This design comes from an exercise in tuning for small area on the open sky130 flow, not from production work. Only simulation tests tie the RTL to the original design; equivalence was not proved.

## design/flow/config.mk

```make
export PLATFORM = sky130hd
export DESIGN_NAME = Main
export DESIGN_NICKNAME = Main
export VERILOG_FILES = /design/flow/design.v
export SDC_FILE = /design/flow/constraint.sdc
export NUM_CORES = 4
export LEC_CHECK = 0
export CAP_MARGIN = 20
export CORE_MARGIN = 2
export CORE_UTILIZATION = 40
export CTS_BUF_LIST = sky130_fd_sc_hd__clkbuf_8
export SLEW_MARGIN = 20
export SYNTH_HIERARCHICAL = 1
export SYNTH_MINIMUM_KEEP_SIZE = 0
```

## design/flow/run.sh

```bash
#!/bin/bash
# synth_recipe.tcl (not shown) runs the flow's synth.tcl, then flattens the netlist and writes it again
# the make line also repeats each setting of config.mk as NAME=value (left out here)
make -C /OpenROAD-flow-scripts/flow DESIGN_CONFIG=/design/flow/config.mk WORK_HOME=/design/flow/orfs CLKGATE_MAP_FILE= SYNTH_SCRIPT=/design/flow/synth_recipe.tcl finish
```

## design/flow/constraint.sdc

```tcl
create_clock -name core_clock -period 10.0 [get_ports {CLOCK_SIGNAL_IN}]
set_input_delay 2.0000 -clock core_clock [delete_from_list [all_inputs] [get_ports {CLOCK_SIGNAL_IN}]]
set_output_delay 2.0000 -clock core_clock [all_outputs]
set_load 0.01 [all_outputs]
```

## design/flow/design.v

```verilog
module CRC(input [14:0] q, input f, input [63:0] d, output [14:0] c);
  wire [14:0] m = ~(q | {15{f}});
  wire [237:0] x;
  XOR2 g0(m[8], d[57], x[0]);
  XOR2 g1(d[11], x[0], x[1]);
  XOR2 g2(m[0], d[49], x[2]);
  XOR2 g3(m[14], d[63], x[3]);
  XOR2 g4(m[1], d[50], x[4]);
  XOR2 g5(d[44], x[1], x[5]);
  XOR2 g6(d[30], d[47], x[6]);
  XOR2 g7(d[25], x[5], x[7]);
  XOR2 g8(d[12], d[48], x[8]);
  XOR2 g9(m[11], d[60], x[9]);
  XOR2 g10(m[6], d[55], x[10]);
  XOR2 g11(d[24], d[29], x[11]);
  XOR2 g12(m[3], d[52], x[12]);
  XOR2 g13(d[21], d[22], x[13]);
  XOR2 g14(d[6], d[26], x[14]);
  XOR2 g15(d[31], x[4], x[15]);
  XOR2 g16(m[5], d[54], x[16]);
  XOR2 g17(m[2], d[51], x[17]);
  XOR2 g18(d[43], d[46], x[18]);
  XOR2 g19(d[4], d[9], x[19]);
  XOR2 g20(m[9], d[58], x[20]);
  XOR2 g21(d[2], d[13], x[21]);
  XOR2 g22(m[13], d[62], x[22]);
  XOR2 g23(m[10], d[59], x[23]);
  XOR2 g24(m[12], d[61], x[24]);
  XOR2 g25(d[1], d[10], x[25]);
  XOR2 g26(m[4], d[53], x[26]);
  XOR2 g27(d[19], d[45], x[27]);
  XOR2 g28(m[7], d[56], x[28]);
  XOR2 g29(d[23], x[2], x[29]);
  XOR2 g30(d[5], d[18], x[30]);
  XOR2 g31(d[32], x[14], x[31]);
  XOR2 g32(x[3], x[16], x[32]);
  XOR2 g33(d[27], x[27], x[33]);
  XOR2 g34(x[11], x[18], x[34]);
  XOR2 g35(x[6], x[7], x[35]);
  XOR2 g36(x[8], x[24], x[36]);
  XOR2 g37(x[20], x[33], x[37]);
  XOR2 g38(d[38], x[13], x[38]);
  XOR2 g39(x[29], x[35], x[39]);
  XOR2 g40(d[28], d[42], x[40]);
  XOR2 g41(x[25], x[30], x[41]);
  XOR2 g42(x[15], x[26], x[42]);
  XOR2 g43(x[9], x[21], x[43]);
  XOR2 g44(d[0], d[17], x[44]);
  XOR2 g45(x[19], x[44], x[45]);
  XOR2 g46(x[12], x[45], x[46]);
  XOR2 g47(d[3], d[14], x[47]);
  XOR2 g48(d[41], x[34], x[48]);
  XOR2 g49(d[20], x[31], x[49]);
  XOR2 g50(d[7], x[22], x[50]);
  XOR2 g51(d[40], x[28], x[51]);
  XOR2 g52(x[17], x[23], x[52]);
  XOR2 g53(d[33], x[37], x[53]);
  XOR2 g54(x[10], x[38], x[54]);
  XOR2 g55(d[39], x[39], x[55]);
  XOR2 g56(d[36], x[36], x[56]);
  XOR2 g57(d[8], d[39], x[57]);
  XOR2 g58(d[40], x[43], x[58]);
  XOR2 g59(x[32], x[47], x[59]);
  XOR2 g60(d[37], x[49], x[60]);
  XOR2 g61(x[32], x[54], x[61]);
  XOR2 g62(d[16], x[52], x[62]);
  XOR2 g63(x[2], x[50], x[63]);
  XOR2 g64(d[20], x[3], x[64]);
  XOR2 g65(d[34], x[23], x[65]);
  XOR2 g66(d[15], d[41], x[66]);
  XOR2 g67(d[32], d[45], x[67]);
  XOR2 g68(x[34], x[40], x[68]);
  XOR2 g69(x[42], x[53], x[69]);
  XOR2 g70(x[25], x[36], x[70]);
  XOR2 g71(x[51], x[67], x[71]);
  XOR2 g72(d[0], d[36], x[72]);
  XOR2 g73(d[46], x[41], x[73]);
  XOR2 g74(d[35], x[19], x[74]);
  XOR2 g75(x[24], x[43], x[75]);
  XOR2 g76(x[10], x[40], x[76]);
  XOR2 g77(x[28], x[46], x[77]);
  XOR2 g78(d[6], d[29], x[78]);
  XOR2 g79(d[5], d[11], x[79]);
  XOR2 g80(d[35], x[60], x[80]);
  XOR2 g81(d[42], x[66], x[81]);
  XOR2 g82(x[1], x[53], x[82]);
  XOR2 g83(d[2], d[43], x[83]);
  XOR2 g84(x[12], x[21], x[84]);
  XOR2 g85(x[51], x[56], x[85]);
  XOR2 g86(d[23], x[57], x[86]);
  XOR2 g87(x[22], x[72], x[87]);
  XOR2 g88(x[42], x[68], x[88]);
  XOR2 g89(x[62], x[76], x[89]);
  XOR2 g90(d[10], d[34], x[90]);
  XOR2 g91(x[55], x[77], x[91]);
  XOR2 g92(x[20], x[64], x[92]);
  XOR2 g93(d[3], x[63], x[93]);
  XOR2 g94(x[46], x[70], x[94]);
  XOR2 g95(d[37], x[82], x[95]);
  XOR2 g96(d[25], x[59], x[96]);
  XOR2 g97(x[26], x[73], x[97]);
  XOR2 g98(d[38], x[94], x[98]);
  XOR2 g99(d[17], x[8], x[99]);
  XOR2 g100(d[15], d[30], x[100]);
  XOR2 g101(d[1], x[61], x[101]);
  XOR2 g102(x[17], x[41], x[102]);
  XOR2 g103(d[24], x[85], x[103]);
  XOR2 g104(x[15], x[90], x[104]);
  XOR2 g105(d[28], x[65], x[105]);
  XOR2 g106(d[31], x[80], x[106]);
  XOR2 g107(d[8], x[102], x[107]);
  XOR2 g108(x[58], x[74], x[108]);
  XOR2 g109(d[22], x[71], x[109]);
  XOR2 g110(d[4], x[93], x[110]);
  XOR2 g111(d[19], x[106], x[111]);
  XOR2 g112(d[19], x[60], x[112]);
  XOR2 g113(x[47], x[83], x[113]);
  XOR2 g114(x[4], x[75], x[114]);
  XOR2 g115(d[26], x[39], x[115]);
  XOR2 g116(d[9], x[28], x[116]);
  XOR2 g117(d[44], x[92], x[117]);
  XOR2 g118(d[11], x[117], x[118]);
  XOR2 g119(x[39], x[56], x[119]);
  XOR2 g120(x[5], x[114], x[120]);
  XOR2 g121(d[14], x[108], x[121]);
  XOR2 g122(d[3], x[120], x[122]);
  XOR2 g123(x[22], x[97], x[123]);
  XOR2 g124(x[27], x[62], x[124]);
  XOR2 g125(x[38], x[118], x[125]);
  XOR2 g126(x[66], x[106], x[126]);
  XOR2 g127(x[57], x[125], x[127]);
  XOR2 g128(x[6], x[83], x[128]);
  XOR2 g129(d[21], x[98], x[129]);
  XOR2 g130(d[27], x[18], x[130]);
  XOR2 g131(x[99], x[115], x[131]);
  XOR2 g132(x[63], x[64], x[132]);
  XOR2 g133(d[47], x[42], x[133]);
  XOR2 g134(x[103], x[104], x[134]);
  XOR2 g135(x[78], x[133], x[135]);
  XOR2 g136(x[45], x[88], x[136]);
  XOR2 g137(x[31], x[84], x[137]);
  XOR2 g138(x[108], x[135], x[138]);
  XOR2 g139(x[16], x[119], x[139]);
  XOR2 g140(d[18], x[52], x[140]);
  XOR2 g141(d[16], x[40], x[141]);
  XOR2 g142(x[48], x[58], x[142]);
  XOR2 g143(x[89], x[130], x[143]);
  XOR2 g144(x[88], x[131], x[144]);
  XOR2 g145(d[48], x[122], x[145]);
  XOR2 g146(x[9], x[111], x[146]);
  XOR2 g147(x[89], x[104], x[147]);
  XOR2 g148(x[79], x[86], x[148]);
  XOR2 g149(d[47], x[87], x[149]);
  XOR2 g150(x[107], x[144], x[150]);
  XOR2 g151(x[84], x[127], x[151]);
  XOR2 g152(d[48], x[33], x[152]);
  XOR2 g153(x[145], x[149], x[153]);
  XOR2 g154(d[35], x[109], x[154]);
  XOR2 g155(x[13], x[152], x[155]);
  XOR2 g156(x[95], x[142], x[156]);
  XOR2 g157(d[12], x[59], x[157]);
  XOR2 g158(x[65], x[101], x[158]);
  XOR2 g159(d[13], x[99], x[159]);
  XOR2 g160(x[96], x[105], x[160]);
  XOR2 g161(x[12], x[92], x[161]);
  XOR2 g162(x[37], x[81], x[162]);
  XOR2 g163(x[48], x[109], x[163]);
  XOR2 g164(x[61], x[146], x[164]);
  XOR2 g165(x[112], x[116], x[165]);
  XOR2 g166(x[29], x[156], x[166]);
  XOR2 g167(x[98], x[160], x[167]);
  XOR2 g168(x[107], x[141], x[168]);
  XOR2 g169(x[14], x[134], x[169]);
  XOR2 g170(d[16], x[79], x[170]);
  XOR2 g171(x[163], x[167], x[171]);
  XOR2 g172(x[113], x[129], x[172]);
  XOR2 g173(x[0], x[103], x[173]);
  XOR2 g174(x[10], x[55], x[174]);
  XOR2 g175(d[32], x[100], x[175]);
  XOR2 g176(d[12], x[151], x[176]);
  XOR2 g177(x[137], x[140], x[177]);
  XOR2 g178(x[4], x[97], x[178]);
  XOR2 g179(x[169], x[170], x[179]);
  XOR2 g180(d[9], x[69], x[180]);
  XOR2 g181(x[35], x[75], x[181]);
  XOR2 g182(x[139], x[177], x[182]);
  XOR2 g183(d[21], x[182], x[183]);
  XOR2 g184(d[33], x[174], x[184]);
  XOR2 g185(x[143], x[159], x[185]);
  XOR2 g186(x[110], x[126], x[186]);
  XOR2 g187(x[100], x[176], x[187]);
  XOR2 g188(x[96], x[179], x[188]);
  XOR2 g189(x[78], x[172], x[189]);
  XOR2 g190(x[158], x[181], x[190]);
  XOR2 g191(x[147], x[155], x[191]);
  XOR2 g192(x[81], x[184], x[192]);
  XOR2 g193(x[50], x[91], x[193]);
  XOR2 g194(d[7], x[49], x[194]);
  XOR2 g195(x[150], x[161], x[195]);
  XOR2 g196(x[95], x[189], x[196]);
  XOR2 g197(d[39], x[69], x[197]);
  XOR2 g198(x[87], x[175], x[198]);
  XOR2 g199(x[178], x[187], x[199]);
  XOR2 g200(x[162], x[188], x[200]);
  XOR2 g201(x[30], x[164], x[201]);
  XOR2 g202(x[48], x[193], x[202]);
  XOR2 g203(x[180], x[183], x[203]);
  XOR2 g204(x[54], x[173], x[204]);
  XOR2 g205(x[31], x[136], x[205]);
  XOR2 g206(x[13], x[138], x[206]);
  XOR2 g207(x[148], x[157], x[207]);
  XOR2 g208(x[9], x[195], x[208]);
  XOR2 g209(x[41], x[204], x[209]);
  XOR2 g210(x[124], x[207], x[210]);
  XOR2 g211(x[101], x[198], x[211]);
  XOR2 g212(x[194], x[209], x[212]);
  XOR2 g213(d[5], x[166], x[213]);
  XOR2 g214(d[26], x[11], x[214]);
  XNOR2 g215(x[191], x[202], x[215]);
  XOR2 g216(x[192], x[214], x[216]);
  XOR2 g217(x[211], x[213], x[217]);
  XOR2 g218(x[86], x[171], x[218]);
  XNOR2 g219(x[190], x[205], x[219]);
  XOR2 g220(x[153], x[168], x[220]);
  XOR2 g221(x[185], x[186], x[221]);
  XOR2 g222(x[17], x[132], x[222]);
  XOR2 g223(x[128], x[200], x[223]);
  XNOR2 g224(x[206], x[210], x[224]);
  XOR2 g225(x[110], x[199], x[225]);
  XOR2 g226(x[121], x[216], x[226]);
  XOR2 g227(x[105], x[225], x[227]);
  XOR2 g228(d[23], x[197], x[228]);
  XOR2 g229(x[154], x[208], x[229]);
  XOR2 g230(d[13], x[218], x[230]);
  XOR2 g231(x[7], x[221], x[231]);
  XOR2 g232(x[196], x[222], x[232]);
  XOR2 g233(x[91], x[201], x[233]);
  XOR2 g234(x[48], x[203], x[234]);
  XNOR2 g235(x[165], x[220], x[235]);
  XNOR2 g236(x[212], x[228], x[236]);
  XOR2 g237(x[123], x[226], x[237]);
  assign c[0] = x[232];
  assign c[1] = x[227];
  assign c[2] = x[224];
  assign c[3] = x[217];
  assign c[4] = x[215];
  assign c[5] = x[229];
  assign c[6] = x[234];
  assign c[7] = x[219];
  assign c[8] = x[233];
  assign c[9] = x[236];
  assign c[10] = x[230];
  assign c[11] = x[237];
  assign c[12] = x[223];
  assign c[13] = x[231];
  assign c[14] = x[235];
endmodule
module XOR2(input a, input b, output y);
  assign y = a ^ b;
endmodule
module XNOR2(input a, input b, output y);
  assign y = ~(a ^ b);
endmodule
module OneShot(input pulse, input clk, input rst, output out);
	reg on, hi;
	always @(posedge clk or posedge rst) begin
		if (rst) begin
			on <= 1'b0;
			hi <= 1'b0;
		end else begin
			on <= pulse & ~on & ~hi;
			hi <= on | (hi & pulse);
		end
	end
	assign out = on;
endmodule
module can_tx(
	output tx_buf,
	output can_bitstuff,
	output txing,
	input rx,
	input tx,
	input [10:0] address,
	input [63:0] data,
	input send_data,
	input baud_tick,
	input clk,
	input rst
	);
	localparam IDLE = 7'd44;
	reg [6:0] p;
	reg f;
	reg [14:0] d;
	wire upd;
	wire [14:0] n;
	OneShot os(send_data, clk, rst, upd);
	CRC crc(d, f, data, n);
	wire ones = &n;
	always @(posedge clk or posedge rst) begin
		if (rst) begin
			f <= 1'b1;
			d <= 15'd0;
		end else if (upd) begin
			f <= ones;
			if (!ones) d <= n;
		end
	end
	wire idle = ~p[6] & p[5] & ~p[4] & ~p[1] & ~p[0];
	wire sof_addr = ~p[6] & p[5] & ((~p[4] & (p[1] | p[0])) | (p[4] & (~p[3] | ~(p[2] | p[1] | p[0]))));
	wire eof_last = ~p[6] & ~p[5] & p[4] & p[3];
	assign txing = ~idle;
	assign can_bitstuff = p[6] | (~p[5] & ~p[4] & ~(&p[3:0])) | (p[5] & (p[4] | p[1]));
	wire [7:0] s;
	DEC8 dec(p[2:0], s);
	wire [7:0] dg;
	genvar g, k;
	generate
		for (g = 0; g < 8; g = g + 1) begin : dgrp
			wire [7:0] din;
			for (k = 0; k < 8; k = k + 1) begin : bit_
				assign din[k] = data[63 - 8*g - k];
			end
			SEL8 sel(din, s, dg[g]);
		end
	endgenerate
	wire g0, g1, g6;
	SEL8 sel_c0({d[7], d[8], d[9], d[10], d[11], d[12], d[13], d[14]}, s, g0);
	SEL8 sel_c1({1'b1, d[0], d[1], d[2], d[3], d[4], d[5], d[6]}, s, g1);
	SEL8 sel_a1({address[1], address[2], address[3], address[4],
		address[5], address[6], address[7], address[8]}, s, g6);
	wire g5 = s[4] | (address[10] & s[6]) | (address[9] & s[7]);
	wire g7 = (address[0] & s[0]) | s[4];
	wire nd = p[5] ? (p[4] ? (p[3] ? g7 : g6) : g5) : (p[4] | (p[3] ? g1 : g0));
	assign tx_buf = p[6] ? dg[p[5:3]] : nd;
	wire inc = baud_tick & (~idle | send_data);
	wire load = baud_tick & ((sof_addr & (rx ^ tx)) | eof_last);
	always @(posedge clk or posedge rst) begin
		if (rst) p <= IDLE;
		else p <= load ? IDLE : p + {6'd0, inc};
	end
endmodule
module DEC8(input [2:0] a, output [7:0] s);
	assign s[0] = a == 3'd0;
	assign s[1] = a == 3'd1;
	assign s[2] = a == 3'd2;
	assign s[3] = a == 3'd3;
	assign s[4] = a == 3'd4;
	assign s[5] = a == 3'd5;
	assign s[6] = a == 3'd6;
	assign s[7] = a == 3'd7;
endmodule
module SEL8(input [7:0] a, input [7:0] s, output y);
	assign y = |(a & s);
endmodule
module tx_container(output tx, input tx_buf, input can_bitstuff, input clk);
	reg prev;
	reg [12:0] t;
	reg w;
	wire keep = can_bitstuff & (tx_buf == prev);
	wire m4000 = t[0] & t[1] & t[2] & ~t[3] & ~t[4] & t[5] & ~t[7] & ~t[9] & ~t[11] & ~t[12];
	wire m5000 = t[2] & t[3] & t[4] & t[5] & t[6] & t[7];
	wire clr = ~keep | (w & m5000);
	always @(posedge clk) begin
		prev <= tx_buf;
		if (clr) begin
			t <= 13'd34;
			w <= 1'b0;
		end else begin
			t <= {t[11:0], ~(t[12] ^ t[0])};
			w <= w | m4000;
		end
	end
	assign tx = tx_buf ^ w;
endmodule
module BaudGen(input clk, input rst, output baud_tick);
	reg [9:0] s;
	reg half;
	wire last = s[0] & ~s[1] & ~s[3] & s[4] & ~s[5] & ~s[7] & s[8];
	assign baud_tick = last & ~half;
	always @(posedge clk) begin
		if (rst | last) s <= 10'd95;
		else s <= {s[8:0], ~(s[9] ^ s[2])};
		if (rst) half <= 1'b0;
		else if (last) half <= ~half;
	end
endmodule
module Main(
	output CAN_TX,
	output txing,
	input CAN_RX,
	input RESET,
	input CLOCK_SIGNAL_IN,
	input send_data,
	input [10:0] address,
	input [63:0] transmit_data
	);
	wire baud_tick, tx_buf, can_bitstuff;
	BaudGen baud_calc(CLOCK_SIGNAL_IN, RESET, baud_tick);
	can_tx tx_block(tx_buf, can_bitstuff, txing, CAN_RX, CAN_TX, address,
		transmit_data, send_data, baud_tick, CLOCK_SIGNAL_IN, RESET);
	tx_container stuffer(CAN_TX, tx_buf, can_bitstuff, CLOCK_SIGNAL_IN);
endmodule
```

==> results of run 1 <==
metrics by stage:
step | utilization | setup WS [ps] | cells | hold WS, ps
after detailed placement | 0.480 | 2350 | 714 | 420
final | 0.488 | 2570 | 722 | 436
after floorplan | - | 3750 | 507 | 403
after global placement | 0.480 | 2430 | 714 | 409
after global routing | 0.488 | 2240 | 722 | 478
after CTS | 0.488 | 2650 | 722 | 439
kinds of logic (layout without fill, tap and decap cells):
group / Yosys count / after routing / share of synthesized area
xor+xnor: 248 / 248 / 0.443
simple gates: 96 / 96 / 0.132
compound gates: 64 / 64 / 0.0999
flops: 51 / 51 / 0.234
buf+inv: 26 / 94 / 0.0376
mux: 20 / 20 / 0.0501
fa+ha+maj: 1 / 1 / 0.00254
other cells: 1 / 1 / 0.000762
sequential cells by signal, indices dropped and copies added (netlist names):
register        flops
tx_block.os.hi      1
baud_calc.half      1
tx_block.p          7
tx_block.f          1
stuffer.w           1
stuffer.t          13
tx_block.d         15
baud_calc.s        10
tx_block.os.on      1
stuffer.prev        1
per-module statistics from Yosys, one instance, submodules excluded, excerpt:
| module | flip-flops and latches | cells | area (um^2) |
|---|---|---|---|
| tx_container | 15 | 41 | 567 |
| XOR2 | 0 | 1 | 8.76 |
| can_tx | 23 | 99 | 1210 |
| DEC8 | 0 | 8 | 65.1 |
| SEL8 | 0 | 5 | 36.3 |
| BaudGen | 11 | 30 | 347 |
| OneShot | 2 | 5 | 73.8 |
critical path: cells and delay by family:
kind            cells  cell delay (ps)
mux                 1              420
simple gates        1              220
compound gates      1              950
xor+xnor           13             3520
buf+inv             1              500
synthesized netlist by cell type (5+ instances only):
library cell	number
mux2_2	17
nor2_1	21
xnor2_1	7
a21oi_1	5
and2_1	5
nand2b_1	6
dfxtp_1	26
xor2_1	240
nor3b_2	10
a22oi_1	44
buf_4	15
nand4_1	15
nand2_1	6
dfrtp_1	21
layer usage:
metal  vias up  track usage  wire length (um)
met3        56       0.0327              1050
met1      1948        0.299              6890
met5         -            0                 0
met2       190        0.442              8110
met4         0        0.141               990
li1       1858            -                 -
cell type report:
class	instances	area share
tap	147	0.0314
timing repair buffer	83	0.140
clock inverter	2	0.00213
sequential	51	0.196
inverter	3	0.00192
clock buffer	6	0.0141
multi-input combinational	430	0.614
worst paths after layout:
kind                            slack [ps]                      start  depth (start not counted)                        end
worst max-delay path                  2570          transmit_data[57]                         17  tx_block.d[4]$_DFFE_PP0P_
worst min-delay path                   440  baud_calc.s[6]$_SDFF_PP1_                          1  baud_calc.s[7]$_SDFF_PP0_
worst max register to register        3940     tx_block.f$_DFFE_PP1P_                         17  tx_block.d[4]$_DFFE_PP0P_
worst min register to register         440  baud_calc.s[6]$_SDFF_PP1_                          1  baud_calc.s[7]$_SDFF_PP0_
max in group asynchronous             7070                      RESET                          2  tx_block.d[4]$_DFFE_PP0P_
min in group asynchronous             2030                      RESET                          2   tx_block.os.on$_DFF_PP0_
==> out/qor.csv, run 1 <==
metric;value;unit
yosys.cell_types.count;53;
rows;40;
synth_top_cell_by_area;xor2_1;
crit_chain;clkdlybuf4s50_1 -> xor2_1 -> xor2_1 -> xor2_1 -> xor2_1 -> xor2_1 -> xor2_1 -> xor2_1 -> xor2_1 -> xor2_1 -> xor2_1 -> xor2_1 -> xor2_1 -> xor2_1 -> nand4_1 -> o41ai_4 -> mux2_2;
pin_count;81;
final_layout_size_suffix_gt1_frac;0.104;
critPathCaptureType;flop;
rsz0062_at_grt;no;
hold_violations;0;
dr.pass1.iters;6;
clockBufferDepth;2;
ys_ff_latch;51;
synth-edff-count;0;
fp.dieH;115;um
critPathRequiredTime;10180;ps
n_antenna_cell;0;
cp_common_cell;xor2_1;
slowest_delay;950;ps
worstMarginPinSlew;1030;ps
layout_commonest_cell;xor2_1;
clock_latency;300;ps
slew_headroom;0.309;
grt_max_degree;24;
skew;15.1;ps
track_usage;0.253;
drt_iter0_drc;329;
avgRoutedWirePerCell;23.6;um
dpl_cell_area;0.00576;mm^2
grt.overflow.total;0;
drt-total-wl;17000;um
numCtsBuffers;5;
htree_levels;2;
fmax;135;MHz
syn_inst;507;
start_kind;input port;
yosys_warnings;10;
synth_area_per_cell;9.71;um^2
fin_crit;7430;ps
hp-class;flop to flop;
fin_crit_sh;0.743;
setup_violations;0;
seqCellArea;0.00115;mm^2
yosysSeqAreaShare;0.234;
clkTransAtPathRegs;80;ps
cp_max_fo;16;
ant_nets;0;
ys_top_cells_by_area;xor2_1 43%, dfrtp_1 11%, dfxtp_1 11%;
syn-cell-area;0.00492;mm^2
cts_setup_buffers;0;
grt_pass1_wl;24600;um
cts_tree;built;
yosysTopAreaCellShare;0.427;
floorplan.initialDensity;0.410;
outcome;no timing/DRC/antenna violations;
grt_pass1_vias;4208;
gp_congestion;1.01;
fill_cells;1177;
synth_ff_type;dfxtp_1;
multi_input_comb_area;0.00360;mm^2
dieArea;0.0132;mm^2
cp_slowest_cell;o41ai_4;
antenna_found_initial;0;
arrival;7610;ps
hold_buffers;0;
fin_nets;654;
final_cell_mix;240 x xor2_1, 80 x clkdlybuf4s50_1, 44 x a22oi_1;
dieWidth;115;um
finalSetupTns;0;ps
coreArea;0.0120;mm^2
synth_nets;587;
area.growth.synth_to_final;19.1;%
io_buffers;80;
crit_type;input port to flop;
root_buffer;clkbuf_8;
finalMaxSlewViolations;0;
viasPerCell;5.61;
vias;4052;
cts-resized-gates;0;
clock_sinks;51;
finalInstanceArea;0.00586;mm^2
dp_hpwl;13700;um
max-cap-violations;0;
route.detailed.drc;0;
synth_async_sr_flop_share;0.490;
==> inputs of run 2 (changes only) <==
==> design/flow/flow/run.sh (new file) <==
#!/bin/bash
# Layout: the standard flow (standard.sh, standard synthesis unchanged) with
#  - buf_1 as the cell that buffers each input and output port,
#  - power recovery (downsizing of cells with slack) after global routing,
#  - CTS without dummy loads.
# make's full output goes to flow_make.log in the work folder; ORFS's per-step
# logs are under orfs/logs/.
set -euo pipefail
bash standard.sh \
  BUFFER_PORTS_ARGS="-buffer_cell sky130_fd_sc_hd__buf_1" \
  RECOVER_POWER=100 \
  CTS_ARGS="-sink_clustering_enable -repair_clock_nets -buf_list sky130_fd_sc_hd__clkbuf_8 -dont_use_dummy_load" \
  finish > flow_make.log 2>&1
==> design/flow/standard.sh (new file) <==
#!/bin/bash
# synth_recipe.tcl (not shown) runs the flow's synth.tcl, then flattens the netlist and writes it again
# the make line also repeats each setting of config.mk as NAME=value (left out here)
make -C /OpenROAD-flow-scripts/flow DESIGN_CONFIG=/design/flow/config.mk WORK_HOME=/design/flow/orfs CLKGATE_MAP_FILE= SYNTH_SCRIPT=/design/flow/synth_recipe.tcl "${@:-finish}"
removed: design/flow/run.sh
==> out/qor.csv, run 2 <==
metric;value;unit;change
io_buffers;80;;unchanged
fill_cells;1242;;+5.5%
worstRegToRegCells;17;;unchanged
largest_reg_flops;15;;unchanged
rrSetupSlack;3970;ps;+30 ps
final_cell_mix;240 x xor2_1, 78 x buf_1, 44 x a22oi_1;;
setup_violations;0;;unchanged
max-cap-violations;0;;unchanged
timing.rr.end;tx_block.d[0]$_DFFE_PP0P_;;
crit_start;transmit_data[57];;
drt-total-wl;16200;um;-5.1%
clock_sinks;51;;unchanged
viasPerCell;5.66;;+0.86%
path_buf_inv;1;;unchanged
synth_top_cell_by_area;xor2_1;;
route.detailed.drc;0;;unchanged
clockBufferDepth;2;;unchanged
dr.pass1.iters;5;;-1
critPathCaptureType;flop;;
finalMaxSlewViolations;0;;unchanged
avgRoutedWirePerCell;22.5;um;-4.7%
synth.most_common_cell;xor2_1;;
yosys_warnings;10;;unchanged
drt_iter0_drc;282;;-14%
final_layout_size_suffix_gt1_frac;0.0822;;-0.0222
slew_headroom;0.271;;-0.0384
finalInstanceArea;0.00529;mm^2;-9.8%
fin_crit_sh;0.705;;-0.0382
yosys.cell_types.count;53;;unchanged
cts-resized-gates;0;;unchanged
yosysSeqAreaShare;0.234;;unchanged
area.growth.synth_to_final;7.42;%;
fin_nets;654;;unchanged
synth_nets;587;;unchanged
final_util;0.440;;-0.0478
use_met1;0.323;;+0.0248
cts_setup_buffers;0;;unchanged
vias;4070;;+0.44%
synth_ff_type;dfxtp_1;;
grt_pass1_vias;4132;;-1.8%
busiest_layer;met2;;
fin_crit;7050;ps;-382 ps
root_buffer;clkbuf_8;;
clkTransAtPathRegs;90;ps;about the same
hold_buffers;0;;unchanged
cp_slowest_cell;o41ai_4;;
pre_cts_ws;2720;ps;+370 ps
grt.overflow.total;0;;unchanged
critPathTopFamily;XOR/XNOR gates;;
coreArea;0.0120;mm^2;unchanged
synth_area_per_cell;9.71;um^2;unchanged
slowest_delay;920;ps;-30 ps
worstMarginPinSlew;1090;ps;+58.7 ps
numCtsBuffers;5;;unchanged
fmax;142;MHz;+5.4%
syn_inst;507;;unchanged
synth_async_sr_flop_share;0.490;;unchanged
ys_ff_latch;51;;unchanged
top_register;tx_block.d;;
reg.largest.list;tx_block.d x15, stuffer.t x13, baud_calc.s x10;;
floorplan.initialDensity;0.410;;unchanged
syn-cell-area;0.00492;mm^2;unchanged
cp_max_fo;16;;unchanged
dp_hpwl;13000;um;-4.8%
dieWidth;115;um;unchanged
hold_violations;0;;unchanged
finalSetupTns;0;ps;unchanged
cp_common_cell;xor2_1;;
fp.dieH;115;um;unchanged
start_kind;input port;;
crit_path_end;tx_block.d[0]$_DFFE_PP0P_;;
r2r_start;tx_block.f$_DFFE_PP1P_;;
rsz0062_at_grt;no;;
dpl_cell_area;0.00526;mm^2;-8.7%
cts_tree;built;;
seqCellArea;0.00115;mm^2;unchanged
htree_levels;2;;unchanged
grt_max_degree;24;;unchanged
track_usage;0.247;;-0.00600
n_antenna_cell;0;;unchanged
grt_pass1_wl;24300;um;-1.3%
grt_use_met3;0.0279;;-0.00474
yosys-top-cells-count;240 x xor2_1, 44 x a22oi_1, 26 x dfxtp_1, 21 x dfrtp_1, 21 x nor2_1;;
skew;23.3;ps;+8.16 ps
arrival;7220;ps;-390 ps
grt_use_met2;0.406;;-0.0365
yosysTopAreaCellShare;0.427;;unchanged
hp-class;flop to flop;;
final.setup.worst_slack;2950;ps;+382 ps
outcome;no timing/DRC/antenna violations;;
worst-path-stages;17;;unchanged
layout_commonest_cell;xor2_1;;
clock_latency;300;ps;about the same
ant_nets;0;;unchanged
synth-edff-count;0;;unchanged
gp_congestion;1.02;;+1.0%
antenna_found_initial;0;;unchanged
critPathRequiredTime;10170;ps;about the same
dieArea;0.0132;mm^2;unchanged
pin_count;81;;unchanged
multi_input_comb_area;0.00355;mm^2;-1.3%
ys_top_cells_by_area;xor2_1 43%, dfrtp_1 11%, dfxtp_1 11%;;
crit_chain;buf_1 -> xor2_1 -> xor2_1 -> xor2_1 -> xor2_1 -> xor2_1 -> xor2_1 -> xor2_1 -> xor2_1 -> xor2_1 -> xor2_1 -> xor2_1 -> xor2_1 -> xor2_1 -> nand4_1 -> o41ai_4 -> mux2_2;;
crit_type;input port to flop;;
rows;40;;unchanged
==> run 2: cell counts after synthesis <==
Identical to the previous run, type by type.
==> run 2: stage by stage <==
step                      hold WS, ps  std cells
after detailed placement          429        714
after global placement            418        714
after CTS                         419        719
final                             408        719
after global routing              456        719
after floorplan                   403        507
==> run 2: worst min path at each step <==
stage	startpoint	to	depth (start not counted)
2_1_floorplan	baud_calc.s[1]$_SDFF_PP1_	baud_calc.s[2]$_SDFF_PP1_	1
3_3_place_gp	baud_calc.s[6]$_SDFF_PP1_	baud_calc.s[7]$_SDFF_PP0_	1
3_5_place_dp	baud_calc.s[1]$_SDFF_PP1_	baud_calc.s[2]$_SDFF_PP1_	1
4_1_cts	baud_calc.s[6]$_SDFF_PP1_	baud_calc.s[7]$_SDFF_PP0_	1
5_1_grt	tx_block.os.hi$_DFF_PP0_	tx_block.os.on$_DFF_PP0_	1
6_report	baud_calc.s[6]$_SDFF_PP1_	baud_calc.s[7]$_SDFF_PP0_	1
==> run 2: modules after synthesis (local to each module, per instance), excerpt <==
module / times used / cells inside
XOR2: 233 / 1
BaudGen: 1 / 30
XNOR2: 5 / 1
tx_container: 1 / 41
DEC8: 1 / 8
CRC: 1 / 31
OneShot: 1 / 5
SEL8: 11 / 5
can_tx: 1 / 99
==> run 2: cell families (layout without fill, tap and decap cells) <==
family                   count (synthesis)  count (layout)  share of synthesized area
AO/OA/AOI/OAI                           64              64                     0.0999
adder cells (fa/ha/maj)                  1               1                    0.00254
buffers and inverters                   26              91                     0.0376
XOR/XNOR                               248             248                      0.443
flip-flops                              51              51                      0.234
AND/OR/NAND/NOR                         96              96                      0.132
other                                    1               1                   0.000762
multiplexers                            20              20                     0.0501
==> run 2: routing by layer <==
metal	vias to the layer above	part of all wire
met5	-	0
met4	0	0.047
met3	47	0.066
met2	219	0.46
met1	1948	0.43
li1	1856	-
==> run 2: cell type report <==
cell class                 instances  share of cell area
clock buffer                       5              0.0130
sequential                        51               0.218
inverter                           3             0.00213
tap                              147              0.0348
timing repair buffer              83              0.0611
multi-input combinational        430               0.671
==> run 2: worst reg2reg max path: cells and delay by family, from the launching register on <==
kind	cells	cell delay [ps]
xor+xnor	13	3520
compound gates	1	920
flops	1	710
mux	1	420
simple gates	2	330
==> inputs of run 3 (changes only) <==
--- a/design/flow/design.v
+++ b/design/flow/design.v
@@ -265,10 +265,5 @@
 	reg on, hi;
-	always @(posedge clk or posedge rst) begin
-		if (rst) begin
-			on <= 1'b0;
-			hi <= 1'b0;
-		end else begin
-			on <= pulse & ~on & ~hi;
-			hi <= on | (hi & pulse);
-		end
+	always @(posedge clk) begin
+		on <= ~rst & pulse & ~on & ~hi;
+		hi <= ~rst & (on | (hi & pulse));
 	end
@@ -336,5 +331,4 @@
 	wire load = baud_tick & ((sof_addr & (rx ^ tx)) | eof_last);
-	always @(posedge clk or posedge rst) begin
-		if (rst) p <= IDLE;
-		else p <= load ? IDLE : p + {6'd0, inc};
+	always @(posedge clk) begin
+		p <= (load | rst) ? IDLE : p + {6'd0, inc};
 	end
@@ -352,3 +346,16 @@
 module SEL8(input [7:0] a, input [7:0] s, output y);
-	assign y = |(a & s);
+	wire n0, n1, n2;
+	AOI222 u0(a[0], s[0], a[1], s[1], a[2], s[2], n0);
+	AOI222 u1(a[3], s[3], a[4], s[4], a[5], s[5], n1);
+	AOI22 u2(a[6], s[6], a[7], s[7], n2);
+	NAND3 u3(n0, n1, n2, y);
+endmodule
+module AOI222(input a0, input b0, input a1, input b1, input a2, input b2, output y);
+	assign y = ~((a0 & b0) | (a1 & b1) | (a2 & b2));
+endmodule
+module AOI22(input a0, input b0, input a1, input b1, output y);
+	assign y = ~((a0 & b0) | (a1 & b1));
+endmodule
+module NAND3(input a, input b, input c, output y);
+	assign y = ~(a & b & c);
 endmodule
==> out/qor.csv, run 3 <==
metric;value;unit;change
synth_top_cell_by_area;xor2_1;;
grt_max_degree;18;;-25%
synth.most_common_cell;xor2_1;;
start_kind;input port;;
layout_commonest_cell;xor2_1;;
yosys-top-cells-count;240 x xor2_1, 35 x dfxtp_1, 22 x a222oi_1, 22 x nor2_1, 18 x mux2_2;;
syn-cell-area;0.00489;mm^2;-0.64%
drt-total-wl;15600;um;-3.7%
floorplan.initialDensity;0.409;;-0.000900
final_util;0.439;;-0.00161
syn_inst;499;;-1.6%
fmax;128;MHz;-9.7%
htree_levels;2;;unchanged
antenna_found_initial;0;;unchanged
pre_cts_ws;2140;ps;-571 ps
slew_headroom;0.303;;+0.0325
reg.largest.list;tx_block.d x15, stuffer.t x13, baud_calc.s x10;;
dp_hpwl;12600;um;-3.2%
dieWidth;115;um;-0.31%
drt_iter0_drc;601;;+110%
hold_violations;0;;unchanged
crit_start;transmit_data[57];;
outcome;no timing/DRC/antenna violations;;
avgRoutedWirePerCell;21.9;um;-2.8%
fin_crit;7810;ps;+757 ps
area.growth.synth_to_final;7.27;%;
coreArea;0.0120;mm^2;-0.42%
top_register;tx_block.d;;
min_from;baud_calc.s[1]$_SDFF_PP1_;;
worstMarginPinSlew;1040;ps;-49.9 ps
synth_async_sr_flop_share;0.314;;-0.176
gp_congestion;0.991;;-2.6%
setup_violations;0;;unchanged
grt_pass1_wl;23400;um;-3.6%
ant_nets;0;;unchanged
cts_setup_buffers;0;;unchanged
numCtsBuffers;5;;unchanged
yosysTopAreaCellShare;0.430;;+0.00273
dr.pass1.iters;7;;+2
hold_slack;433;ps;+24.9 ps
hold_buffers;0;;unchanged
fin_crit_sh;0.781;;+0.0757
cts_tree;built;;
yosys_warnings;10;;unchanged
rows;40;;unchanged
rsz0062_at_grt;no;;
final_cell_mix;240 x xor2_1, 78 x buf_1, 35 x dfxtp_1;;
hp-class;flop to flop;;
cp_max_fo;16;;unchanged
ys_top_cells_by_area;xor2_1 43%, dfxtp_1 14%, dfrtp_1 7.7%;;
grt.overflow.total;0;;unchanged
n_antenna_cell;0;;unchanged
synth_ff_type;dfxtp_1;;
synth_area_per_cell;9.80;um^2;+0.96%
critPathCaptureType;flop;;
ys_ff_latch;51;;unchanged
clock_sinks;51;;unchanged
rrSetupSlack;3290;ps;-680 ps
clockBufferDepth;2;;unchanged
yosysSeqAreaShare;0.225;;-0.00848
critPathRequiredTime;10180;ps;about the same
fill_cells;1187;;-4.4%
vias;4038;;-0.79%
viasPerCell;5.67;;+0.19%
final_layout_size_suffix_gt1_frac;0.0938;;+0.0116
crit_type;input port to flop;;
clock_latency;300;ps;about the same
cts-resized-gates;0;;unchanged
yosys.cell_types.count;56;;+5.7%
grt_pass1_vias;4150;;+0.44%
finalSetupTns;0;ps;unchanged
final.setup.worst_slack;2190;ps;-757 ps
fin_nets;647;;-1.1%
track_usage;0.239;;-0.00828
arrival;7990;ps;+770 ps
io_buffers;80;;unchanged
synth-edff-count;0;;unchanged
r2r_start;tx_block.f$_DFFE_PP1P_;;
skew;15.7;ps;-7.56 ps
dieArea;0.0131;mm^2;-0.62%
synth_nets;579;;-1.4%
fp.dieH;115;um;-0.31%
root_buffer;clkbuf_8;;
largest_reg_flops;15;;unchanged
max-cap-violations;0;;unchanged
route.detailed.drc;0;;unchanged
pin_count;81;;unchanged
finalMaxSlewViolations;0;;unchanged
clkTransAtPathRegs;90;ps;about the same
run 3: logic make-up (layout without fill, tap and decap cells):
family	Yosys count	count (layout)	synth area share
muxes	20	20	0.0481
DFF	51	51	0.225
other	1	1	0.000767
xor gates and xnor gates	248	248	0.446
and+or+nand+nor	105	105	0.139
buffers and inverters	25	91	0.0371
AOI/OAI and AO/OA	48	48	0.101
adders and majority gates	1	1	0.00256
run 3: final cells by class:
class                   instances  area (um^2)  share of cell area
inverters                       2         7.51             0.00143
well taps                     147          184              0.0351
repair buffers                 84          330              0.0630
multi-input cells             423         3550               0.677
flip-flops and latches         51         1100               0.210
clock buffers                   5         68.8              0.0131
run 3: through the flow:
step | area [um^2] | cells
6_report | 5250 | 712
5_1_grt | 5250 | 712
4_1_cts | 5300 | 712
3_5_place_dp | 5230 | 707
3_3_place_gp | 5230 | 707
2_1_floorplan | 4890 | 499
run 3: critical path: stages:
cell	delay, ps
buf_1	180
xor2_1	330
xor2_1	350
xor2_1	320
xor2_1	340
xor2_1	390
xor2_1	450
xor2_1	370
xor2_1	220
xor2_1	200
xor2_1	270
xor2_1	210
xor2_1	370
xor2_1	340
nand4_1	210
o41ai_4	1010
mux2_2	430
run 3: Yosys stat by module (local to each module, per instance), a selection:
module | area (um^2) | times used
CRC | 180 | 1
AOI222 | 10.0 | 22
AOI22 | 12.5 | 11
XNOR2 | 8.76 | 5
DEC8 | 65.1 | 1
OneShot | 63.8 | 1
tx_container | 567 | 1
XOR2 | 8.76 | 233
can_tx | 1170 | 1
NAND3 | 5.00 | 11
BaudGen | 347 | 1
run 3: path summary, 6_finish.rpt:
| check | to | cells after the start |
|---|---|---|
| hold / removal | baud_calc.s[2]$_SDFF_PP1_ | 1 |
| setup / recovery | tx_block.d[3]$_DFFE_PP0P_ | 17 |
| min in group asynchronous | tx_block.d[14]$_DFFE_PP0P_ | 2 |
| hold reg to reg | baud_calc.s[2]$_SDFF_PP1_ | 1 |
| max in group asynchronous | tx_block.d[1]$_DFFE_PP0P_ | 2 |
| setup reg to reg | tx_block.d[3]$_DFFE_PP0P_ | 17 |
run 3: routing by layer:
layer,track usage,vias up,share of wire
met5,0,-,0
met4,0.0911,0,0.035
met3,0.0508,47,0.098
met2,0.367,219,0.43
met1,0.327,1914,0.43
li1,-,1858,-
==> inputs of run 4 (changes only) <==
--- a/design/flow/design.v
+++ b/design/flow/design.v
@@ -362,2 +362,5 @@
 module tx_container(output tx, input tx_buf, input can_bitstuff, input clk);
+	localparam [12:0] POL = 13'h0aaa;
+	localparam [12:0] SEED = 13'd34;
+	localparam [12:0] C = SEED ^ POL;	 
 	reg prev;
@@ -365,15 +368,25 @@
 	reg w;
+	wire [12:0] l = t ^ POL;
 	wire keep = can_bitstuff & (tx_buf == prev);
-	wire m4000 = t[0] & t[1] & t[2] & ~t[3] & ~t[4] & t[5] & ~t[7] & ~t[9] & ~t[11] & ~t[12];
-	wire m5000 = t[2] & t[3] & t[4] & t[5] & t[6] & t[7];
-	wire clr = ~keep | (w & m5000);
+	wire m4000 = l[0] & l[1] & l[2] & ~l[3] & ~l[4] & l[5] & ~l[7] & ~l[9] & ~l[11] & ~l[12];
+	wire m5000 = l[2] & l[3] & l[4] & l[5] & l[6] & l[7];
+	wire clr, clr_n;
+	CLR2 cg(~keep | (w & m5000), clr, clr_n);
+	wire [12:0] tn;
+	wire fb = ~(l[12] ^ l[0]) ^ POL[0];
+	assign tn[0] = clr ? C[0] : fb;
+	genvar i;
+	generate
+		for (i = 1; i < 13; i = i + 1) begin : stage
+			if (C[i]) begin : one
+				NAND2 g(clr_n, t[i-1], tn[i]);
+			end else begin : zero
+				NOR2 g(clr, t[i-1], tn[i]);
+			end
+		end
+	endgenerate
 	always @(posedge clk) begin
 		prev <= tx_buf;
-		if (clr) begin
-			t <= 13'd34;
-			w <= 1'b0;
-		end else begin
-			t <= {t[11:0], ~(t[12] ^ t[0])};
-			w <= w | m4000;
-		end
+		t <= tn;
+		w <= ~clr & (w | m4000);
 	end
@@ -382,11 +395,28 @@
 module BaudGen(input clk, input rst, output baud_tick);
+	localparam [9:0] POL = 10'h2aa;
+	localparam [9:0] SEED = 10'd95;
+	localparam [9:0] C = SEED ^ POL;
 	reg [9:0] s;
 	reg half;
-	wire last = s[0] & ~s[1] & ~s[3] & s[4] & ~s[5] & ~s[7] & s[8];
+	wire [9:0] l = s ^ POL;
+	wire last = l[0] & ~l[1] & ~l[3] & l[4] & ~l[5] & ~l[7] & l[8];
 	assign baud_tick = last & ~half;
+	wire clr, clr_n;
+	CLR2 cg(rst | last, clr, clr_n);
+	wire [9:0] sn;
+	wire fb = ~(l[9] ^ l[2]) ^ POL[0];
+	assign sn[0] = clr ? C[0] : fb;
+	genvar i;
+	generate
+		for (i = 1; i < 10; i = i + 1) begin : stage
+			if (C[i]) begin : one
+				NAND2 g(clr_n, s[i-1], sn[i]);
+			end else begin : zero
+				NOR2 g(clr, s[i-1], sn[i]);
+			end
+		end
+	endgenerate
 	always @(posedge clk) begin
-		if (rst | last) s <= 10'd95;
-		else s <= {s[8:0], ~(s[9] ^ s[2])};
-		if (rst) half <= 1'b0;
-		else if (last) half <= ~half;
+		s <= sn;
+		half <= ~rst & (half ^ last);
 	end
@@ -409 +439,11 @@
 endmodule
+module NOR2(input a, input b, output y);
+	assign y = ~(a | b);
+endmodule
+module NAND2(input a, input b, output y);
+	assign y = ~(a & b);
+endmodule
+module CLR2(input a, output y, output y_n);
+	assign y = a;
+	assign y_n = ~a;
+endmodule
==> out/qor.csv, run 4 <==
metric;value;unit;change
cp_max_fo;16;;unchanged
ys_ff_latch;51;;unchanged
crit_start;transmit_data[57];;
rows;39;;-2.5%
slew_headroom;0.287;;-0.0163
drt_iter0_drc;448;;-25%
floorplan.initialDensity;0.413;;+0.00441
worstMarginPinSlew;1070;ps;+24.4 ps
root_buffer;clkbuf_8;;
cts_tree;built;;
final_cell_mix;239 x xor2_1, 78 x buf_1, 35 x dfxtp_1;;
antenna_found_initial;0;;unchanged
synth_area_per_cell;9.52;um^2;-2.9%
arrival;7230;ps;-760 ps
outcome;no timing/DRC/antenna violations;;
gp_congestion;1.01;;+2.4%
synth_ff_type;dfxtp_1;;
coreArea;0.0115;mm^2;-3.7%
cp_slowest_cell;o41ai_4;;
synth_top_cell_by_area;xor2_1;;
grt_max_degree;19;;+1
synth-edff-count;0;;unchanged
dieArea;0.0128;mm^2;-2.6%
htree_levels;2;;unchanged
critPathTopFamily;XOR/XNOR gates;;
final_util;0.448;;+0.00958
worstHoldPathCells;1;;unchanged
fin_crit_sh;0.705;;-0.0758
yosysSeqAreaShare;0.232;;+0.00622
hold_buffers;0;;unchanged
worstRegToRegCells;17;;unchanged
yosys.cell_types.count;52;;-7.1%
grt_pass1_wl;22500;um;-3.7%
crit_path_end;tx_block.d[6]$_DFFE_PP0P_;;
n_antenna_cell;0;;unchanged
dp_hpwl;12200;um;-2.8%
route.detailed.drc;0;;unchanged
fmax;142;MHz;+11%
grt.overflow.total;0;;unchanged
pin_count;81;;unchanged
yosys_warnings;10;;unchanged
synth_async_sr_flop_share;0.314;;unchanged
clock_latency;310;ps;about the same
hold_violations;0;;unchanged
cp_common_cell;xor2_1;;
crit_type;input port to flop;;
area.growth.synth_to_final;8.44;%;
r2r_start;tx_block.f$_DFFE_PP1P_;;
yosys-top-cells-count;239 x xor2_1, 35 x dfxtp_1, 34 x nor2_1, 22 x a222oi_1;;
ys_top_cells_by_area;xor2_1 44%, dfxtp_1 15%, dfrtp_1 7.9%;;
grt_pass1_vias;3946;;-4.9%
yosysTopAreaCellShare;0.440;;+0.0100
skew;27.0;ps;+11.3 ps
largest_reg_flops;15;;unchanged
clock_sinks;51;;unchanged
crit_chain;buf_1 -> xor2_1 -> xor2_1 -> xor2_1 -> xor2_1 -> xor2_1 -> xor2_1 -> xor2_1 -> xor2_1 -> xor2_1 -> xor2_1 -> xor2_1 -> xor2_1 -> xor2_1 -> nand4_1 -> o41ai_4 -> mux2_2;;
ant_nets;0;;unchanged
syn-cell-area;0.00476;mm^2;-2.7%
fin_nets;650;;+0.46%
hp-class;flop to flop;;
finalSetupTns;0;ps;unchanged
rrSetupSlack;3980;ps;+690 ps
top_register;tx_block.d;;
rsz0062_at_grt;no;;
fin_crit;7050;ps;-758 ps
reg.largest.list;tx_block.d x15, stuffer.t x13, baud_calc.s x10;;
clockBufferDepth;2;;unchanged
avgRoutedWirePerCell;21.0;um;-4.1%
io_buffers;80;;unchanged
vias;3989;;-1.2%
slowest_delay;1020;ps;about the same
start_kind;input port;;
drt-total-wl;14900;um;-4.4%
fp.dieH;113;um;-1.3%
finalMaxSlewViolations;0;;unchanged
dr.pass1.iters;19;;+12
critPathCaptureType;flop;;
synth_nets;581;;+0.35%
max-cap-violations;0;;unchanged
synth.most_common_cell;xor2_1;;
clkTransAtPathRegs;100;ps;about the same
setup_violations;0;;unchanged
cts-resized-gates;0;;unchanged
critPathRequiredTime;10180;ps;about the same
syn_inst;500;;+0.20%
timing.rr.end;tx_block.d[6]$_DFFE_PP0P_;;
track_usage;0.232;;-0.00682
dieWidth;113;um;-1.3%
layout_commonest_cell;xor2_1;;
fill_cells;1142;;-3.8%
worst-path-stages;17;;unchanged
numCtsBuffers;5;;unchanged
cts_setup_buffers;0;;unchanged
final_layout_size_suffix_gt1_frac;0.0776;;-0.0162
viasPerCell;5.62;;-0.94%
path_buf_inv;1;;unchanged
run 4: cell types whose count changed after synthesis, sizes merged, moves of 2 or more:
cell / change
or2: -2
nor3: -2
nor4b: -3
nor2: +11
and2: -3
inv: +4
nand4bb: +2
nor3b: -10
nor2b: -2
nand2: +7
run 4: cells by family (layout without fill, tap and decap cells):
| family | after synthesis | after routing | synth area share |
|---|---|---|---|
| compound gates | 49 | 49 | 0.108 |
| xor+xnor | 248 | 248 | 0.456 |
| fa+ha+maj | 2 | 2 | 0.00526 |
| buf+inv | 29 | 96 | 0.0397 |
| flops | 51 | 51 | 0.232 |
| mux | 19 | 19 | 0.0471 |
| other cells | 1 | 1 | 0.000788 |
| simple gates | 101 | 101 | 0.111 |
run 4: layer usage:
metal / global-route usage / share of wire / vias up
li1: - / - / 1844
met1: 0.319 / 0.42 / 1899
met2: 0.358 / 0.45 / 214
met3: 0.0584 / 0.10 / 32
met4: 0.0707 / 0.025 / 0
met5: 0 / 0 / -
run 4: final cells by class:
class                      count  area [um^2]  area share
multi-input combinational    420         3450       0.669
sequential                    51         1100       0.214
timing repair buffer          85          334      0.0647
clock buffer                   5         68.8      0.0133
inverter                       6         22.5     0.00436
tap                          143          179      0.0347
run 4: worst min path at each step:
stage,from,to
after floorplan,baud_calc.s[6]$_DFF_P_,baud_calc.s[7]$_DFF_P_
after global placement,stuffer.t[8]$_DFF_P_,stuffer.t[9]$_DFF_P_
after detailed placement,stuffer.t[8]$_DFF_P_,stuffer.t[9]$_DFF_P_
after CTS,stuffer.t[8]$_DFF_P_,stuffer.t[9]$_DFF_P_
after global routing,stuffer.t[8]$_DFF_P_,stuffer.t[9]$_DFF_P_
final,stuffer.t[8]$_DFF_P_,stuffer.t[9]$_DFF_P_
run 4: through the flow:
stage               hold slack, ps  setup WS (ps)  instance area (um^2)  std cells
floorplan                      343           3730                  4760        500
global placement               347           2880                  5110        705
detailed placement             350           2770                  5110        705
CTS                            376           3040                  5180        710
global route                   388           2690                  5160        710
finish                         374           2950                  5160        710
run 4: Yosys stat by module (local to each module, per instance), a selection:
module        times used  flip-flops and latches
can_tx                 1                      23
tx_container           1                      15
BaudGen                1                      11
CRC                    1                       0
DEC8                   1                       0
OneShot                1                       2
AOI22                 11                       0
CLR2                   2                       0
AOI222                22                       0
XNOR2                  5                       0
XOR2                 233                       0
NAND3                 11                       0
NAND2                 10                       0
NOR2                  11                       0
==> inputs of run 5 (changes only) <==
--- a/design/flow/design.v
+++ b/design/flow/design.v
@@ -331,5 +331,20 @@
 	wire load = baud_tick & ((sof_addr & (rx ^ tx)) | eof_last);
-	always @(posedge clk) begin
-		p <= (load | rst) ? IDLE : p + {6'd0, inc};
-	end
+	wire ld, ld_n;
+	CLR2 ldg(load | rst, ld, ld_n);
+	wire [7:0] c;
+	wire [6:0] sn, pn;
+	assign c[0] = inc;
+	genvar j;
+	generate
+		for (j = 0; j < 7; j = j + 1) begin : cnt
+			XNOR2 sx(p[j], c[j], sn[j]);		 
+			AND2 cx(p[j], c[j], c[j+1]);
+			if (IDLE[j]) begin : one
+				NAND2 g(ld_n, sn[j], pn[j]);
+			end else begin : zero
+				NOR2 g(ld, sn[j], pn[j]);
+			end
+		end
+	endgenerate
+	always @(posedge clk) p <= pn;
 endmodule
@@ -449 +464,4 @@
 endmodule
+module AND2(input a, input b, output y);
+	assign y = a & b;
+endmodule
--- a/design/flow/flow/run.sh
+++ b/design/flow/flow/run.sh
@@ -2,5 +2,7 @@
 # Layout: the standard flow (standard.sh, standard synthesis unchanged) with
+#  - each combinational gate downsized to its smallest-area variant after floorplan
+#    (flow/downsize.tcl; later repair steps still fix slew, capacitance and timing),
 #  - buf_1 as the cell that buffers each input and output port,
 #  - power recovery (downsizing of cells with slack) after global routing,
-#  - CTS without dummy loads.
+#  - CTS with clkbuf_8 and without dummy loads.
 # make's full output goes to flow_make.log in the work folder; ORFS's per-step
@@ -9,2 +11,3 @@
 bash standard.sh \
+  POST_FLOORPLAN_TCL="$PWD/flow/downsize.tcl" \
   BUFFER_PORTS_ARGS="-buffer_cell sky130_fd_sc_hd__buf_1" \
==> design/flow/flow/downsize.tcl (new file) <==
set n 0
set saved 0.0
foreach inst [get_cells *] {
  set master [get_property $inst ref_name]
  if {![regexp {^(sky130_fd_sc_hd__)([a-z0-9]+)_([0-9]+)$} $master -> pfx base drive]} { continue }
  if {[regexp {^(df|edf|sdf|sedf|dl|buf|clk|conb|tap|fill|decap|diode|ebuf|einv|lpflow|probe|dlygate|dlymetal)} $base]} { continue }
  # leave gates that drive many pins at their size
  set fo 0
  foreach opin [get_pins -of_objects $inst -filter "direction==output"] {
    set net [get_nets -of_objects $opin]
    if {$net ne ""} { set fo [expr {$fo + [llength [get_pins -of_objects $net -filter "direction==input"]]}] }
  }
  if {$fo > 6} { continue }
  set best ""
  set best_area 1e9
  foreach lc [get_lib_cells "*/${pfx}${base}_*"] {
    set lname [get_property $lc name]
    if {![regexp "^${pfx}${base}_\[0-9\]+\$" $lname]} { continue }
    if {[get_property $lc dont_use]} { continue }
    set a [get_property $lc area]
    if {$a < $best_area} { set best_area $a; set best $lname }
  }
  set cur_area [get_property [get_lib_cells "*/$master"] area]
  if {$best ne "" && $best ne $master && $best_area < $cur_area} {
    replace_cell $inst [get_lib_cells "*/$best"]
    incr n
    set saved [expr {$saved + $cur_area - $best_area}]
  }
}
puts "downsize.tcl: resized $n instances, saved [format %.1f $saved] um^2"
==> out/qor.csv, run 5 <==
metric;value;unit;change
route.detailed.drc;0;;unchanged
critPathCaptureType;flop;;
hp-class;flop to flop;;
syn_inst;496;;-0.80%
layout_commonest_cell;xor2_1;;
outcome;no timing/DRC/antenna violations;;
synth_async_sr_flop_share;0.314;;unchanged
n_antenna_cell;0;;unchanged
area.growth.synth_to_final;7.34;%;
fmax;139;MHz;-2.1%
clock_latency;300;ps;about the same
drt_iter0_drc;487;;+8.7%
antenna_found_initial;0;;unchanged
hold_buffers;0;;unchanged
synth_area_per_cell;9.55;um^2;+0.33%
fin_nets;646;;-0.62%
vias;4033;;+1.1%
synth-edff-count;0;;unchanged
numCtsBuffers;5;;unchanged
top_register;tx_block.d;;
synth_top_cell_by_area;xor2_1;;
worstRegToRegCells;17;;unchanged
cts_setup_buffers;0;;unchanged
clock_sinks;51;;unchanged
syn-cell-area;0.00474;mm^2;-0.47%
grt_max_degree;18;;-1
clkTransAtPathRegs;70;ps;-30 ps
setup_violations;0;;unchanged
drt-total-wl;15400;um;+3.4%
dp_hpwl;12500;um;+2.0%
coreArea;0.0115;mm^2;-0.42%
grt.overflow.total;0;;unchanged
crit_chain;buf_1 -> xor2_1 -> xor2_1 -> xor2_1 -> xor2_1 -> xor2_1 -> xor2_1 -> xor2_1 -> xor2_1 -> xor2_1 -> xor2_1 -> xor2_1 -> xor2_1 -> xor2_1 -> nand3_1 -> o41ai_4 -> mux2_2;;
synth_nets;576;;-0.86%
final_layout_size_suffix_gt1_frac;0.0567;;-0.0209
path_buf_inv;1;;unchanged
io_buffers;80;;unchanged
grt_pass1_vias;4061;;+2.9%
yosysTopAreaCellShare;0.436;;-0.00346
htree_levels;2;;unchanged
fp.dieH;113;um;-0.23%
cts_tree;built;;
ys_top_cells_by_area;xor2_1 44%, dfxtp_1 15%, dfrtp_1 7.9%;;
fin_crit;7200;ps;+152 ps
avgRoutedWirePerCell;21.8;um;+3.9%
synth.most_common_cell;xor2_1;;
hold_violations;0;;unchanged
grt_pass1_wl;23000;um;+2.1%
cp_common_cell;xor2_1;;
finalSetupTns;0;ps;unchanged
cp_max_fo;16;;unchanged
cp_slowest_cell;o41ai_4;;
pin_count;81;;unchanged
rows;39;;unchanged
synth_ff_type;dfxtp_1;;
dieWidth;113;um;-0.23%
hold_slack;380;ps;+5.44 ps
viasPerCell;5.70;;+1.5%
ant_nets;0;;unchanged
worstMarginPinSlew;982;ps;-84.4 ps
arrival;7370;ps;+140 ps
largest_reg_flops;15;;unchanged
critPathTopFamily;XOR/XNOR gates;;
slew_headroom;0.343;;+0.0565
rsz0062_at_grt;no;;
worstHoldPathCells;1;;unchanged
finalMaxSlewViolations;0;;unchanged
yosysSeqAreaShare;0.233;;+0.00110
max-cap-violations;0;;unchanged
final_cell_mix;236 x xor2_1, 79 x buf_1, 35 x nor2_1, 35 x dfxtp_1, 22 x a222oi_1;;
dr.pass1.iters;6;;-13
slowest_delay;830;ps;-190 ps
ys_ff_latch;51;;unchanged
root_buffer;clkbuf_8;;
start_kind;input port;;
yosys.cell_types.count;45;;-13%
cts-resized-gates;0;;unchanged
fin_crit_sh;0.720;;+0.0152
crit_type;input port to flop;;
skew;25.7;ps;-1.31 ps
reg.largest.list;tx_block.d x15, stuffer.t x13, baud_calc.s x10;;
floorplan.initialDensity;0.413;;about the same
critPathRequiredTime;10160;ps;-20 ps
dieArea;0.0127;mm^2;-0.45%
track_usage;0.237;;+0.00557
yosys_warnings;10;;unchanged
gp_congestion;1.07;;+5.7%
worst-path-stages;17;;unchanged
clockBufferDepth;2;;unchanged
yosys-top-cells-count;236 x xor2_1, 35 x dfxtp_1, 35 x nor2_1, 22 x a222oi_1, 18 x buf_4;;
run 5: changes by cell type after synthesis, moves of 2 or more:
| cell | previous run | this run |
|---|---|---|
| a21oi_1 | 1 | 4 |
| nor3_1 | 3 | 1 |
| xnor2_1 | 9 | 14 |
| xor2_1 | 239 | 236 |
| o31ai_1 | 0 | 2 |
| mux2_2 | 17 | 15 |
| and2_1 | 4 | 6 |
| nand3_1 | 15 | 13 |
| nor4_1 | 2 | 0 |
run 5: cell type report:
type	instances	area, um^2
multi-input cells	416	3370
well taps	143	179
repair buffers	85	334
flip-flops and latches	51	1100
inverters	7	26.3
clock buffers	5	68.8
fillers	1141	6380
run 5: worst register-to-register path: stages, from the launching register on:
cell,delay (ps)
dfstp_2,700
nor2_1,100
xor2_1,300
xor2_1,310
xor2_1,290
xor2_1,300
xor2_1,410
xor2_1,450
xor2_1,290
xor2_1,300
xor2_1,200
xor2_1,190
xor2_1,180
xor2_1,280
xor2_1,240
nand3_1,180
o41ai_4,830
mux2_2,420
run 5: final timing paths:
path | from | to | slack [ps]
max reg2reg | tx_block.f$_DFFE_PP1P_ | tx_block.d[7]$_DFFE_PP0P_ | 3880
max | transmit_data[57] | tx_block.d[7]$_DFFE_PP0P_ | 2800
min in group asynchronous | RESET | tx_block.d[13]$_DFFE_PP0P_ | 1820
min | baud_calc.s[6]$_DFF_P_ | baud_calc.s[7]$_DFF_P_ | 380
max in group asynchronous | RESET | tx_block.d[1]$_DFFE_PP0P_ | 7750
min reg2reg | baud_calc.s[6]$_DFF_P_ | baud_calc.s[7]$_DFF_P_ | 380
run 5: cell families (layout without fill, tap and decap cells):
family                   count (synthesis)  in the layout  synth area share
AND/OR/NAND/NOR                         95             95             0.106
XOR/XNOR                               250            250             0.462
buffers and inverters                   29             97            0.0404
AO/OA/AOI/OAI                           52             52             0.110
multiplexers                            17             17            0.0452
flip-flops                              51             51             0.233
other                                    1              1          0.000792
adder cells (fa/ha/maj)                  1              1           0.00264
run 5: routing by layer:
metal	part of all wire	GRT usage	vias up
li1	-	-	1817
met1	0.42	0.311	1909
met2	0.45	0.384	257
met3	0.091	0.0359	50
met4	0.042	0.112	0
met5	0	0	-
run 5: metrics by stage:
step           instances  setup slack, ps  area (um^2)   util
2_1_floorplan        496             3830         4740      -
3_3_place_gp         702             2700         5020  0.438
3_5_place_dp         702             2680         5020  0.438
4_1_cts              707             2950         5090  0.444
5_1_grt              707             2600         5080  0.443
6_report             707             2800         5080  0.443
run 5: Yosys stat by module (local to each module, per instance), excerpt:
module	flip-flops and latches	cells inside	times used	cell area, um^2
XNOR2	0	1	12	8.76
NAND2	0	1	13	3.75
AND2	0	1	6	6.26
XOR2	0	1	233	8.76
tx_container	15	27	1	403
CLR2	0	2	3	11.3
OneShot	2	5	1	63.8
BaudGen	11	20	1	278
DEC8	0	8	1	65.1
AOI222	0	1	22	10.0
NOR2	0	1	15	3.75
can_tx	23	76	1	1010
AOI22	0	1	11	12.5
NAND3	0	1	11	5.00

what the ideal ports hide:
Ports are ideal in the flow. The routed layouts listed here were re-timed in OpenROAD.
Step 1, drivers: a clkbuf_16 drives CLOCK_SIGNAL_IN and a buf_2 each remaining input, both assumed.
Step 2 adds t to the input delays and takes it off the output delays; t is the mean of the earliest and latest rising clock arrival at the registers after step 1. Input paths then give back, and output paths get back, about the clock's delay inside the block.
a / b / c = no drivers / after step 1 / after step 2; a / b = the first two.
run	shift t [ns]	setup slack, ns	pins driven straight from the clock port
run 1	0.325	2.565 / 2.556 / 2.231	1
run 2	0.319	2.948 / 2.951 / 2.632	1
run 3	0.323	2.191 / 2.186 / 1.863	1
run 4	0.329	2.949 / 2.949 / 2.620	1
run 5	0.318	2.797 / 2.789 / 2.472	1
After both steps every run listed still meets setup and hold. For run 1, which loses most, drivers alone change the setup slack by -0.009 ns; drivers and shift together by -0.334 ns.
